Source: an optimization exercise on an open RTL-to-GDS flow (aim: small area and a short achievable clock period). Production flows keep margins and buffers that such runs may drop. Only simulation tests tie the RTL to the original design; equivalence was not proved.

## flow/design.v (module list and top-level ports; edited modules follow where they fit)
// module wide_alu: 5943 lines
// module wide_alu_fa: 5 lines
// module wide_alu_ha: 4 lines
// module wide_alu_bsel: 4 lines
// module wide_alu_xor: 3 lines
// module wide_alu_xnor: 3 lines
// module wide_alu_inv: 3 lines
// module wide_alu_aoi21: 3 lines
// module wide_alu_oai21: 3 lines
// module wide_alu_nand2: 3 lines
// module wide_alu_nor2: 3 lines
module wide_alu
    (
     input logic                              clk_i,
     input logic                              rst_ni,
     input logic                              trigger_i,
     input logic                              clear_err_i,
     input logic [63:0]                       op_a_i,
     input logic [63:0]                       op_b_i,
     output logic [127:0]                     result_o,
     input logic                              deaccel_factor_we_i,
     input logic [7:0]                        deaccel_factor_i,
     output logic [7:0]                       deaccel_factor_o,
     input logic                              op_sel_we_i,
     input logic [2:0]                        op_sel_i,
     output logic [2:0]                       op_sel_o,
     output logic [1:0]                       status_o
     );
  // ...
==> flow/flow/run.sh <==
#!/bin/bash
export BUFFER_PORTS_ARGS="-buffer_cell sky130_fd_sc_hd__buf_2"
bash standard.sh > standard.log 2>&1
==> flow/standard.sh <==
#!/bin/bash
# synth_recipe.tcl (not shown) runs the flow's synth.tcl, then flattens the netlist and writes it again
# the make line also repeats each setting of config.mk as NAME=value (left out here)
make -C /OpenROAD-flow-scripts/flow DESIGN_CONFIG=/design/flow/config.mk WORK_HOME=/design/flow/orfs CLKGATE_MAP_FILE= SYNTH_SCRIPT=/design/flow/synth_recipe.tcl "${@:-finish}"
==> flow/config.mk <==
export PLATFORM = sky130hd
export DESIGN_NAME = wide_alu
export DESIGN_NICKNAME = wide_alu
export VERILOG_FILES = /design/flow/design.v
export SDC_FILE = /design/flow/constraint.sdc
export NUM_CORES = 4
export LEC_CHECK = 0
export CAP_MARGIN = 20
export CORE_MARGIN = 2
export CORE_UTILIZATION = 55
export SETUP_SLACK_MARGIN = 4
export SLEW_MARGIN = 20
export SYNTH_HIERARCHICAL = 1
export TNS_END_PERCENT = 0
==> flow/constraint.sdc <==
create_clock -name core_clock -period 12.5 [get_ports {clk_i}]
set_input_delay 2.5000 -clock core_clock [delete_from_list [all_inputs] [get_ports {clk_i}]]
set_output_delay 2.5000 -clock core_clock [all_outputs]
set_load 0.01 [all_outputs]
==> results.cfg, run 1 <==
[cells_and_area]
largestClassByArea = multi-input combinational cells
seq_area_share_pct = 8.32
final_nets = 7810
inverters = 307
largest_reg_flops = 128
area_growth_pct = 18.8
stdcell_count = 7782

[clock_tree]
cts_setup_buffers = 151
cts-buffers-inserted = 28
cts-resized-gates = 254
cts_tree = yes

[sta]
tightest_slew_ns = 1.25
drv_slew = 0

[place]
place_ws_ns = 1.46
dpl.cell_count = 7494

[route]
vias = 56800
wl_per_cell_um = 37.9
drt_iter0_markers = 9065
met1Wirelength_um = 99100

[global_route]
grt_pass1_vias = 56900

[floorplanning]
tap_cells = 1380
ios = 286
coreArea_um2 = 103000

[synthesis]
ys_ff_latch = 245
synth_common_cells = 1,137 x xnor2_1, 1,054 x o22ai_1, 1,013 x fa_1
syn-instance-count = 5811
syn_area_um2 = 57200
yosys.area_share.adder_pct = 41.9

[critical_path]
cp-start-kind = input pin
path_delay_family = adder cells
critPathSlowestCell = fa_2
critical_path.max_fanout = 12
worst_ep_required_time_ns = 12.98

[outcome]
run_status = timing/DRC/antenna clean
==> run 2, diff against run 1 <==
--- a/flow/config.mk
+++ b/flow/config.mk
@@ -5,10 +5,10 @@
 export SDC_FILE = /design/flow/constraint.sdc
 export NUM_CORES = 4
 export LEC_CHECK = 0
-export CAP_MARGIN = 20
+export CAP_MARGIN = 30
 export CORE_MARGIN = 2
 export CORE_UTILIZATION = 55
 export SETUP_SLACK_MARGIN = 4
-export SLEW_MARGIN = 20
+export SLEW_MARGIN = 30
 export SYNTH_HIERARCHICAL = 1
 export TNS_END_PERCENT = 0
==> results.cfg, run 2 <==
[critical_path]
worst-path-buf-inv = 9
path_delay_family = adder cells
crit_top_cell = fa_2
crit_cells = 28
cpPeakStageDelay_ns = 0.72
arrival_ns = 9.65
cp-start-kind = input pin
endpoint_kind = register
r2r_cells = 33
criticalPathCategory = input pin to register
critPathSlowestCell = fa_2
critical_path.max_fanout = 16
worst_ep_required_time_ns = 12.90

[floorplanning]
initial_utilization_pct = 55.4
ios = 286
coreArea_um2 = 103000
core.rowCount = 118
die_h_um = 327
die_x_um = 327
dieArea_um2 = 107000

[place]
place_ws_ns = 1.45
io_buffers = 285
hpwlAfterDp_um = 208000
gp_congestion = 1.09
dpl.cell_count = 7495

[route]
wl_per_cell_um = 38.0
drc = 0
first_pass_iters = 10
drt_wl_total_um = 295000
via_per_inst = 7.30
antenna_left = 0
drt_iter0_markers = 9762
vias = 56800

[clock_tree]
cts_root_buf = clkbuf_16
clock_latency_ns = 0.58
htreeDepth = 1
clkTransAtPathRegs_ns = 0.06
cts-buffers-inserted = 27
cts_max_path_buffers = 3
cts_sinks = 245
cts_tree = yes

[global_route]
grt_overflow = 0
grt_pass1_wl_um = 414000
grt_pass1_vias = 56700
grt_max_degree = 257
antenna_found_initial = 34
grt.total_usage_pct = 54.6

[sta]
rsz0062_at_grt = true
max_freq_ghz = 0.108
maxSlewHeadroom_pct = 19.1
setup_viol = 0
tightest_slew_ns = 1.21
final.setup.tns_ns = 0
drv_slew = 0
fin_crit_ns = 9.25
finalCritPeriodShare_pct = 74.0
hold_viol_final = 0
hold_slack_ns = 0.475
clock_skew_ns = 0.0286
fin_ws_ns = 3.25

[synthesis]
yosys.area.top_type = fa_1
syn_area_um2 = 57200
synth_top_area_share_pct = 35.4
ys_seq_area_share_pct = 9.87
synth_edf_count = 0
synth.distinct_cells = 52
ys_ff_latch = 245
syn-instance-count = 5811
async_reset_ff_share_pct = 60.8
synth.top_cells.by_area = fa_1 35%, xnor2_1 17%, o22ai_1 12%
syn_area_per_cell_um2 = 9.85
synth_nets = 7263
yosysWarnings = 7
ys.flop_type = dfrtp_1
synth_common_cells = 1,137 x xnor2_1, 1,054 x o22ai_1, 1,013 x fa_1
yosysMostFrequentCell = xnor2_1

[hold_path]
hold_depth = 2
min_path_type = register to register

[cells_and_area]
final_common_cell = xnor2_1
stdcell_count = 7780
largestRegisters = result_q (128), p1_q (96)
drive_gt1_share_pct = 21.4
area_growth_pct = 19.3
layout_common_cells = 1,115 x xnor2_1, 990 x o22ai_1, 925 x fa_1, 298 x nand2_1, 263 x buf_2
final_nets = 7823
largest_reg_flops = 128
largest_register = result_q

[job]
drv_cap = 0

[outcome]
run_status = timing/DRC/antenna clean
## run 2: tightest hold or removal path, delay by kind of cell, from the launching register on
family | cells | cell delay (ns)
AOI/OAI and AO/OA | 1 | 0.06
and+or+nand+nor | 1 | 0.04
DFF | 1 | 0.34
## run 2: Yosys stat by module (local to each module, per instance)
| module | flip-flops and latches | cells inside |
|---|---|---|
| wide_alu | 245 | 1910 |
| wide_alu_fa | 0 | 1 |
| wide_alu_ha | 0 | 1 |
| wide_alu_aoi21 | 0 | 1 |
| wide_alu_xnor | 0 | 1 |
| wide_alu_xor | 0 | 1 |
| wide_alu_bsel | 0 | 1 |
| wide_alu_oai21 | 0 | 1 |
| wide_alu_inv | 0 | 1 |
| wide_alu_nand2 | 0 | 1 |
| wide_alu_nor2 | 0 | 1 |
## run 2: through the flow
| stage | instance area [um^2] | utilization [%] |
|---|---|---|
| 2_1_floorplan | 58500 | - |
| 4_1_cts | 67200 | 65.0 |
| 3_3_place_gp | 62500 | 60.5 |
| 6_report | 68300 | 66.1 |
| 3_5_place_dp | 62600 | 60.5 |
| 5_1_grt | 68200 | 66.0 |
## run 2: cell type report
cell class,count,area [um^2]
repair buffers,651,6010
flip-flops and latches,245,5660
clock buffers,38,747
diodes,9,22.5
inverters,295,1230
clock inverters,11,125
multi-input cells,5139,52700
well taps,1380,1730
repair inverters,12,90.1
fillers,8577,35100
## run 2: kinds of logic after synthesis
family	share of synthesized area (%)
xor gates and xnor gates	18.2
buffers and inverters	3.01
DFF	9.87
muxes	0.787
adders and majority gates	41.9
and+or+nand+nor	5.18
AOI/OAI and AO/OA	21.0
## run 2: worst paths after layout
check,startpoint,to,slack [ns]
max in group asynchronous,rst_ni,op_sel_q[0],9.17
hold reg to reg,result_q[3],result_q[3],0.47
hold / removal,result_q[3],result_q[3],0.47
min in group asynchronous,rst_ni,result_q[42],2.01
setup / recovery,op_b_i[11],result_q[36],3.25
setup reg to reg,deaccel_factor_q[0],result_q[36],3.39
## run 2: per-layer routing
metal / GRT usage [%] / share of wire, % / up-vias
met5: 0.0444 / 0.082 / -
li1: - / - / 22000
met2: 76.2 / 40 / 5221
met3: 24.9 / 16 / 1460
met4: 41.8 / 10 / 36
met1: 65.6 / 33 / 28000
## run 2: timing repair
action,CTS,global route
buffers inserted,162,24
hold buffers,0,0
cloned,36,4
gates resized for setup,314,128
pin swaps,67,33
setup endpoints to repair,199,185
==> run 3, diff against run 2 <==
--- a/flow/config.mk
+++ b/flow/config.mk
@@ -7,7 +7,7 @@
 export LEC_CHECK = 0
 export CAP_MARGIN = 30
 export CORE_MARGIN = 2
-export CORE_UTILIZATION = 55
+export CORE_UTILIZATION = 65
 export SETUP_SLACK_MARGIN = 4
 export SLEW_MARGIN = 30
 export SYNTH_HIERARCHICAL = 1
==> results.cfg, run 3 <==
[synthesis]
async_reset_ff_share_pct = 60.8
syn_area_um2 = 57200
synth_top_area_share_pct = 35.4
ys_seq_area_share_pct = 9.87
synthMuxAreaShare_pct = 0.787
ys.flop_type = dfrtp_1
yosys.area_share.adder_pct = 41.9
syn-instance-count = 5811
synth_edf_count = 0
synth_xor_area_share_pct = 18.2
synth.distinct_cells = 52
synth-compound-area-share_pct = 21.0
synth_top_family_by_area = adder cells
yosysWarnings = 7
yosys.area.top_type = fa_1
synth.top_cells.by_area = fa_1 35%, xnor2_1 17%, o22ai_1 12%
yosysMostFrequentCell = xnor2_1
yosys.area_share.simple_pct = 5.18
syn_area_per_cell_um2 = 9.85
synth_nets = 7263
synth_common_cells = 1,137 x xnor2_1, 1,054 x o22ai_1, 1,013 x fa_1
ys_ff_latch = 245

[clock_tree]
cts-buffers-inserted = 26
holdBufCountCts = 0
cts_root_buf = clkbuf_16
htreeDepth = 1
cts_sinks = 245
cts_max_path_buffers = 3

[floorplanning]
core.rowCount = 108
die_x_um = 301
ios = 286
initial_utilization_pct = 65.8
die_h_um = 301

[place]
io_buffers = 285
place_ws_ns = 0.998
hpwlAfterDp_um = 211000
gp_congestion = 1.10

[outcome]
lastStage = global routing
stop_error = [ERROR GRT-0116] Global routing finished with congestion. Check the congestion regions in the DRC Viewer.
run_status = stopped before the end

[global_route]
grt_max_degree = 257
==> run 3: metrics by stage <==
step	hold WS (ns)	util, %	area [um^2]	std cells
4_1_cts	0.483	77.3	67300	7523
3_5_place_dp	0.464	71.5	62200	7267
3_3_place_gp	0.459	71.4	62100	7264
2_1_floorplan	0.500	-	58500	5811
==> run 3: cells by family after synthesis <==
logic type | after synthesis
multiplexers | 37
buffers and inverters | 434
AND/OR/NAND/NOR | 723
XOR/XNOR | 1192
AO/OA/AOI/OAI | 1873
adder cells (fa/ha/maj) | 1307
flip-flops | 245
==> run 3: modules after synthesis, one instance, submodules excluded <==
| module | copies in the design | flops+latches | cells inside |
|---|---|---|---|
| wide_alu_nand2 | 125 | 0 | 1 |
| wide_alu | 1 | 245 | 1910 |
| wide_alu_inv | 88 | 0 | 1 |
| wide_alu_fa | 1013 | 0 | 1 |
| wide_alu_xnor | 1072 | 0 | 1 |
| wide_alu_ha | 139 | 0 | 1 |
| wide_alu_xor | 47 | 0 | 1 |
| wide_alu_nor2 | 79 | 0 | 1 |
| wide_alu_aoi21 | 173 | 0 | 1 |
| wide_alu_bsel | 1040 | 0 | 1 |
| wide_alu_oai21 | 125 | 0 | 1 |
==> run 3: worst min-delay path by stage <==
stage                       from            to  cells past startpoint
global placement    result_q[16]  result_q[16]                      2
floorplan               p1_q[31]  result_q[31]                      2
CTS                 result_q[23]  result_q[23]                      2
detailed placement   result_q[3]   result_q[3]                      2
==> run 3: timing repair <==
action,4_1_cts
gates cloned,44
gates resized for setup,308
endpoints found under the setup margin,193
pin swaps,55
setup buffers,164
==> run 4, diff against run 3 <==
--- a/flow/config.mk
+++ b/flow/config.mk
@@ -7,7 +7,7 @@
 export LEC_CHECK = 0
 export CAP_MARGIN = 30
 export CORE_MARGIN = 2
-export CORE_UTILIZATION = 65
+export CORE_UTILIZATION = 59
 export SETUP_SLACK_MARGIN = 4
 export SLEW_MARGIN = 30
 export SYNTH_HIERARCHICAL = 1
==> results.cfg, run 4 <==
[outcome]
run_status = timing/DRC/antenna clean

[critical_path]
crit_cells = 25
critPathCapture = result_q[52]
critical_path.max_fanout = 16
criticalPathCategory = input pin to register
cpPeakStageDelay_ns = 0.76
r2r_setup_slack_ns = 3.33
r2r_end = result_q[52]
crit_top_cell = fa_1
critPathLaunch = op_b_i[13]
rr_startpoint = delay_cntr_q[6]
cp-start-kind = input pin
r2r_cells = 29
endpoint_kind = register
path_delay_family = adder cells
arrival_ns = 9.94
worst-path-buf-inv = 6
worst_ep_required_time_ns = 13.00
critPathSlowestCell = xor2_1

[cells_and_area]
area_growth_pct = 19.8
largest_reg_flops = 128
final_common_cell = xnor2_1
largest_register = result_q
layout_common_cells = 1,114 x xnor2_1, 959 x o22ai_1, 908 x fa_1, 296 x nand2_1, 270 x buf_2
final_nets = 7819
largestRegisters = result_q (128), p1_q (96)
drive_gt1_share_pct = 21.9

[route]
via_per_inst = 7.58
drt_wl_total_um = 293000
antenna_left = 0
vias = 58300
met2_length_um = 115000
first_pass_iters = 15
drc = 0
wl_met3_um = 48500
highest_layer = met5
drt_iter0_markers = 10900
met1Wirelength_um = 92300
wl_per_cell_um = 38.1

[sta]
max_freq_ghz = 0.106
drv_slew = 0
hold_viol_final = 0
tightest_slew_ns = 1.24
setup_viol = 0
clock_skew_ns = 0.0360
final.setup.tns_ns = 0
maxSlewHeadroom_pct = 17.5
fin_crit_ns = 9.44
finalCritPeriodShare_pct = 75.5
rsz0062_at_grt = true

[synthesis]
synthMuxAreaShare_pct = 0.787
synth.distinct_cells = 52
syn_area_um2 = 57200
ys.flop_type = dfrtp_1
synth_nets = 7263
async_reset_ff_share_pct = 60.8
yosysMostFrequentCell = xnor2_1
synth_common_cells = 1,137 x xnor2_1, 1,054 x o22ai_1, 1,013 x fa_1
yosysWarnings = 7
synth.top_cells.by_area = fa_1 35%, xnor2_1 17%, o22ai_1 12%
syn_area_per_cell_um2 = 9.85
synth_top_area_share_pct = 35.4
synth-compound-area-share_pct = 21.0
synth_edf_count = 0
synth_xor_area_share_pct = 18.2
synth_top_family_by_area = adder cells
yosys.area_share.simple_pct = 5.18
syn-instance-count = 5811
ys_seq_area_share_pct = 9.87
yosys.area.top_type = fa_1
ys_ff_latch = 245
yosys.area_share.adder_pct = 41.9

[clock_tree]
clock_latency_ns = 0.62
holdBufCountCts = 0
cts-buffers-inserted = 27
cts_max_path_buffers = 3
clkTransAtPathRegs_ns = 0.07
cts_sinks = 245
cts_tree = yes
htreeDepth = 1
cts_root_buf = clkbuf_16

[global_route]
grt_max_degree = 257
grt_pass1_wl_um = 398000
grt_overflow = 0
grt_pass1_vias = 56600
antenna_found_initial = 29
grt.total_usage_pct = 56.1

[job]
drv_cap = 0

[floorplanning]
core.rowCount = 114
ios = 286
die_x_um = 315
coreArea_um2 = 96400
die_h_um = 315
initial_utilization_pct = 59.4
dieArea_um2 = 99500

[place]
gp_congestion = 1.09
hpwlAfterDp_um = 205000
io_buffers = 285

[hold_path]
min_path_type = register to register
-- run 4: cell counts after synthesis --
Identical to the previous run, type by type.
-- run 4: kinds of logic (layout without fill, tap and decap cells) --
family                   Yosys count  count (layout)
AO/OA/AOI/OAI                   1873            1879
XOR/XNOR                        1192            1192
adder cells (fa/ha/maj)         1307            1307
buffers and inverters            434            1005
flip-flops                       245             245
multiplexers                      37              37
other                              0              21
AND/OR/NAND/NOR                  723             723
-- run 4: worst min-delay path by stage --
stage | start | endpoint | cells past startpoint
after detailed placement | result_q[28] | result_q[28] | 2
after floorplan | p1_q[31] | result_q[31] | 2
final | result_q[47] | result_q[47] | 2
after CTS | result_q[28] | result_q[28] | 2
after global placement | result_q[12] | result_q[12] | 2
after global routing | result_q[122] | result_q[122] | 2
-- run 4: layer usage --
layer | up-vias | GRT usage [%]
met3 | 2050 | 22.4
met1 | 28100 | 66.0
li1 | 22000 | -
met5 | - | 0.426
met2 | 6094 | 78.2
met4 | 20 | 51.4
-- run 4: worst reg2reg max path: cells and delay by family, from the launching register on --
| family | cells | cell delay, ns |
|---|---|---|
| XOR/XNOR | 2 | 0.97 |
| adder cells (fa/ha/maj) | 8 | 3.69 |
| buffers and inverters | 7 | 1.36 |
| flip-flops | 1 | 0.43 |
| AND/OR/NAND/NOR | 7 | 1.30 |
| multiplexers | 1 | 0.41 |
| AO/OA/AOI/OAI | 4 | 0.89 |
-- run 4: cell type report --
type / instances / area [um^2]
tap: 1276 / 1600
timing repair buffer: 649 / 6100
multi-input combinational: 5138 / 52800
timing repair inverter: 11 / 80.1
inverter: 295 / 1250
fill: 7355 / 27800
sequential: 245 / 5660
antenna: 21 / 52.6
clock buffer: 33 / 718
clock inverter: 17 / 293
-- run 4: per-module statistics from Yosys, one instance, submodules excluded, excerpt --
module | cell area [um^2] | cells inside | times used
wide_alu_xor | 8.76 | 1 | 47
wide_alu_fa | 20.0 | 1 | 1013
wide_alu_oai21 | 5.00 | 1 | 125
wide_alu_ha | 12.5 | 1 | 139
wide_alu_aoi21 | 8.76 | 1 | 173
wide_alu_nand2 | 3.75 | 1 | 125
wide_alu_bsel | 6.26 | 1 | 1040
wide_alu_nor2 | 3.75 | 1 | 79
wide_alu | 15700 | 1910 | 1
wide_alu_inv | 3.75 | 1 | 88
-- run 4: repair_timing --
item                                    4_1_cts  5_1_grt
gates resized for setup                     239      257
pin swaps                                    49      102
cloned                                       26       20
buffers inserted                            109       80
endpoints found under the setup margin      194      189
-- run 4: through the flow --
stage | worst slack [ns] | utilization (%) | hold slack (ns) | area (um^2) | cells
6_report | 3.06 | 71.1 | 0.478 | 68600 | 7685
5_1_grt | 3.15 | 71.1 | 0.494 | 68500 | 7665
4_1_cts | 3.39 | 68.4 | 0.483 | 66000 | 7563
3_5_place_dp | 1.40 | 64.7 | 0.468 | 62400 | 7378
3_3_place_gp | 1.34 | 64.6 | 0.461 | 62300 | 7376
2_1_floorplan | 1.70 | - | 0.500 | 58500 | 5811
==> run 5, diff against run 4 <==
--- a/flow/config.mk
+++ b/flow/config.mk
@@ -7,8 +7,8 @@
 export LEC_CHECK = 0
 export CAP_MARGIN = 30
 export CORE_MARGIN = 2
-export CORE_UTILIZATION = 59
-export SETUP_SLACK_MARGIN = 4
+export CORE_UTILIZATION = 55
+export SETUP_SLACK_MARGIN = 5
 export SLEW_MARGIN = 30
 export SYNTH_HIERARCHICAL = 1
 export TNS_END_PERCENT = 0
==> results.cfg, run 5 <==
[outcome]
run_status = timing/DRC/antenna clean

[critical_path]
critical_path.max_fanout = 16
cpPeakStageDelay_ns = 0.72
criticalPathCategory = input pin to register
cp-start-kind = input pin
critPathSlowestCell = fa_2
endpoint_kind = register
r2r_end = result_q[36]
crit_top_cell = fa_2
arrival_ns = 9.65
r2r_setup_slack_ns = 3.39
worst_ep_required_time_ns = 12.90
r2r_cells = 33
rr_startpoint = deaccel_factor_q[0]

[sta]
hold_viol_final = 0
final.setup.tns_ns = 0
rsz0062_at_grt = true
tightest_slew_ns = 1.21
fin_crit_ns = 9.25
drv_slew = 0
finalCritPeriodShare_pct = 74.0
clock_skew_ns = 0.0286
max_freq_ghz = 0.108
setup_viol = 0
maxSlewHeadroom_pct = 19.1

[clock_tree]
clkTransAtPathRegs_ns = 0.06
cts_tree = yes
cts_root_buf = clkbuf_16
clock_latency_ns = 0.58
cts-buffers-inserted = 27
cts_sinks = 245
htreeDepth = 1
cts_max_path_buffers = 3

[cells_and_area]
drive_gt1_share_pct = 21.4
largest_reg_flops = 128
final_nets = 7823
stdcell_count = 7780
layout_common_cells = 1,115 x xnor2_1, 990 x o22ai_1, 925 x fa_1, 298 x nand2_1, 263 x buf_2
largest_register = result_q
final_cell_area_um2 = 68300
largestRegisters = result_q (128), p1_q (96)
area_growth_pct = 19.3
final_common_cell = xnor2_1

[route]
drt_iter0_markers = 9762
drt_wl_total_um = 295000
first_pass_iters = 10
vias = 56800
drc = 0
antenna_left = 0
via_per_inst = 7.30
wl_per_cell_um = 38.0

[place]
dpl.cell_count = 7495
hpwlAfterDp_um = 208000
dpl_cell_area_um2 = 62600
gp_congestion = 1.09
io_buffers = 285

[floorplanning]
core.rowCount = 118
dieArea_um2 = 107000
coreArea_um2 = 103000
initial_utilization_pct = 55.4
ios = 286
die_x_um = 327
die_h_um = 327

[synthesis]
ys_seq_area_share_pct = 9.87
yosys.area_share.simple_pct = 5.18
yosys.area.top_type = fa_1
synth_top_area_share_pct = 35.4
synth.top_cells.by_area = fa_1 35%, xnor2_1 17%, o22ai_1 12%
async_reset_ff_share_pct = 60.8
yosysMostFrequentCell = xnor2_1
ys.flop_type = dfrtp_1
ys_ff_latch = 245
synth_edf_count = 0
synth_common_cells = 1,137 x xnor2_1, 1,054 x o22ai_1, 1,013 x fa_1
yosysWarnings = 7
synth.distinct_cells = 52
synth_nets = 7263
yosys.area_share.adder_pct = 41.9
syn_area_per_cell_um2 = 9.85
synth-compound-area-share_pct = 21.0
synth_xor_area_share_pct = 18.2
syn_area_um2 = 57200
synthMuxAreaShare_pct = 0.787
synth_top_family_by_area = adder cells
syn-instance-count = 5811

[job]
drv_cap = 0

[global_route]
grt_max_degree = 257
grt_pass1_vias = 56700
antenna_found_initial = 34
grt_pass1_wl_um = 414000
grt_overflow = 0
grt.total_usage_pct = 54.6

[hold_path]
min_from = result_q[3]
hold_depth = 2
min_path_type = register to register
whs_endpoint = result_q[3]
-- run 5: cell counts after synthesis --
Identical to the previous run, type by type.
-- run 5: cell type report --
class                   instances  area, um^2
inverters                     295        1230
diodes                          9        22.5
fillers                      8577       35100
well taps                    1380        1730
multi-input cells            5139       52700
clock inverters                11         125
flip-flops and latches        245        5660
clock buffers                  38         747
repair inverters               12        90.1
repair buffers                651        6010
-- run 5: per-layer routing --
metal | vias up | share of wire (%) | global-route usage (%)
met5 | - | 0.082 | 0.0444
met4 | 36 | 10 | 41.8
met3 | 1460 | 16 | 24.9
met2 | 5221 | 40 | 76.2
met1 | 28000 | 33 | 65.6
li1 | 22000 | - | -
-- run 5: timing repair --
action / in CTS / in global routing
pin swaps: 67 / 33
hold buffers: 0 / 0
setup endpoints to repair: 209 / 200
gates cloned: 36 / 4
gates resized for setup: 314 / 128
buffers inserted: 162 / 24
hold endpoints to repair: 0 / 0
-- run 5: worst max-delay path by stage --
stage / start / to / slack, ns / cells after the start
after floorplan: op_b_i[35] / result_q[51] / 1.70 / 26
after global placement: op_b_i[17] / result_q[127] / 1.59 / 25
after detailed placement: op_b_i[36] / result_q[94] / 1.45 / 25
after CTS: op_b_i[5] / result_q[72] / 3.52 / 30
after global routing: op_b_i[36] / result_q[116] / 3.22 / 31
final: op_b_i[11] / result_q[36] / 3.25 / 28
-- run 5: cell families after synthesis --
family / after synthesis
muxes: 37
adders and majority gates: 1307
xor gates and xnor gates: 1192
and+or+nand+nor: 723
AOI/OAI and AO/OA: 1873
buffers and inverters: 434
DFF: 245
-- run 5: per-module statistics from Yosys, one instance, submodules excluded --
module          flip-flops and latches  cells  times used
wide_alu_aoi21                       0      1         173
wide_alu_xor                         0      1          47
wide_alu_xnor                        0      1        1072
wide_alu_ha                          0      1         139
wide_alu_nand2                       0      1         125
wide_alu_nor2                        0      1          79
wide_alu                           245   1910           1
wide_alu_inv                         0      1          88
wide_alu_oai21                       0      1         125
wide_alu_fa                          0      1        1013
wide_alu_bsel                        0      1        1040
-- run 5: stage by stage --
step	utilization, %	hold WS [ns]	setup WS [ns]
6_report	66.1	0.475	3.25
2_1_floorplan	-	0.500	1.70
3_5_place_dp	60.5	0.466	1.45
3_3_place_gp	60.5	0.459	1.59
4_1_cts	65.0	0.481	3.52
5_1_grt	66.0	0.507	3.22
-- run 5: worst max-delay path, delay by kind of cell --
kind / cells / cell delay, ns
AO/OA/AOI/OAI: 9 / 1.46
adder cells (fa/ha/maj): 7 / 3.45
XOR/XNOR: 2 / 0.53
multiplexers: 1 / 0.21
buffers and inverters: 9 / 1.43

==> port drivers added, routing unchanged <==
Ports are ideal in the flow. The routed layouts listed here were re-timed in OpenROAD.
Step 1 sets driving cells, clkbuf_16 on the clock port and buf_2 on the other inputs (assumed; they add their load-dependent delay and slew).
Step 2, shift: input delay + t, output delay - t, t = (earliest + latest rising clock arrival at the registers) / 2. This alone moves slack from input paths to output paths.
Three values: no drivers, after step 1, after step 2; two values: the first two.
run | t, ns | setup WS [ns] | latest minus earliest clock arrival (ns) | worst register clock-pin slew, ns | cell pins on the clock port's net
run 1 | 0.643 | 3.131 / 3.107 / 2.463 | 0.028 / 0.027 | 0.08 / 0.08 | 1
run 2 | 0.633 | 3.254 / 3.179 / 2.546 | 0.029 / 0.029 | 0.09 / 0.09 | 1
run 4 | 0.665 | 3.063 / 3.049 / 2.384 | 0.036 / 0.036 | 0.09 / 0.09 | 1
run 5 | 0.633 | 3.254 / 3.179 / 2.546 | 0.029 / 0.029 | 0.09 / 0.09 | 1
After both steps every run listed still meets setup and hold.
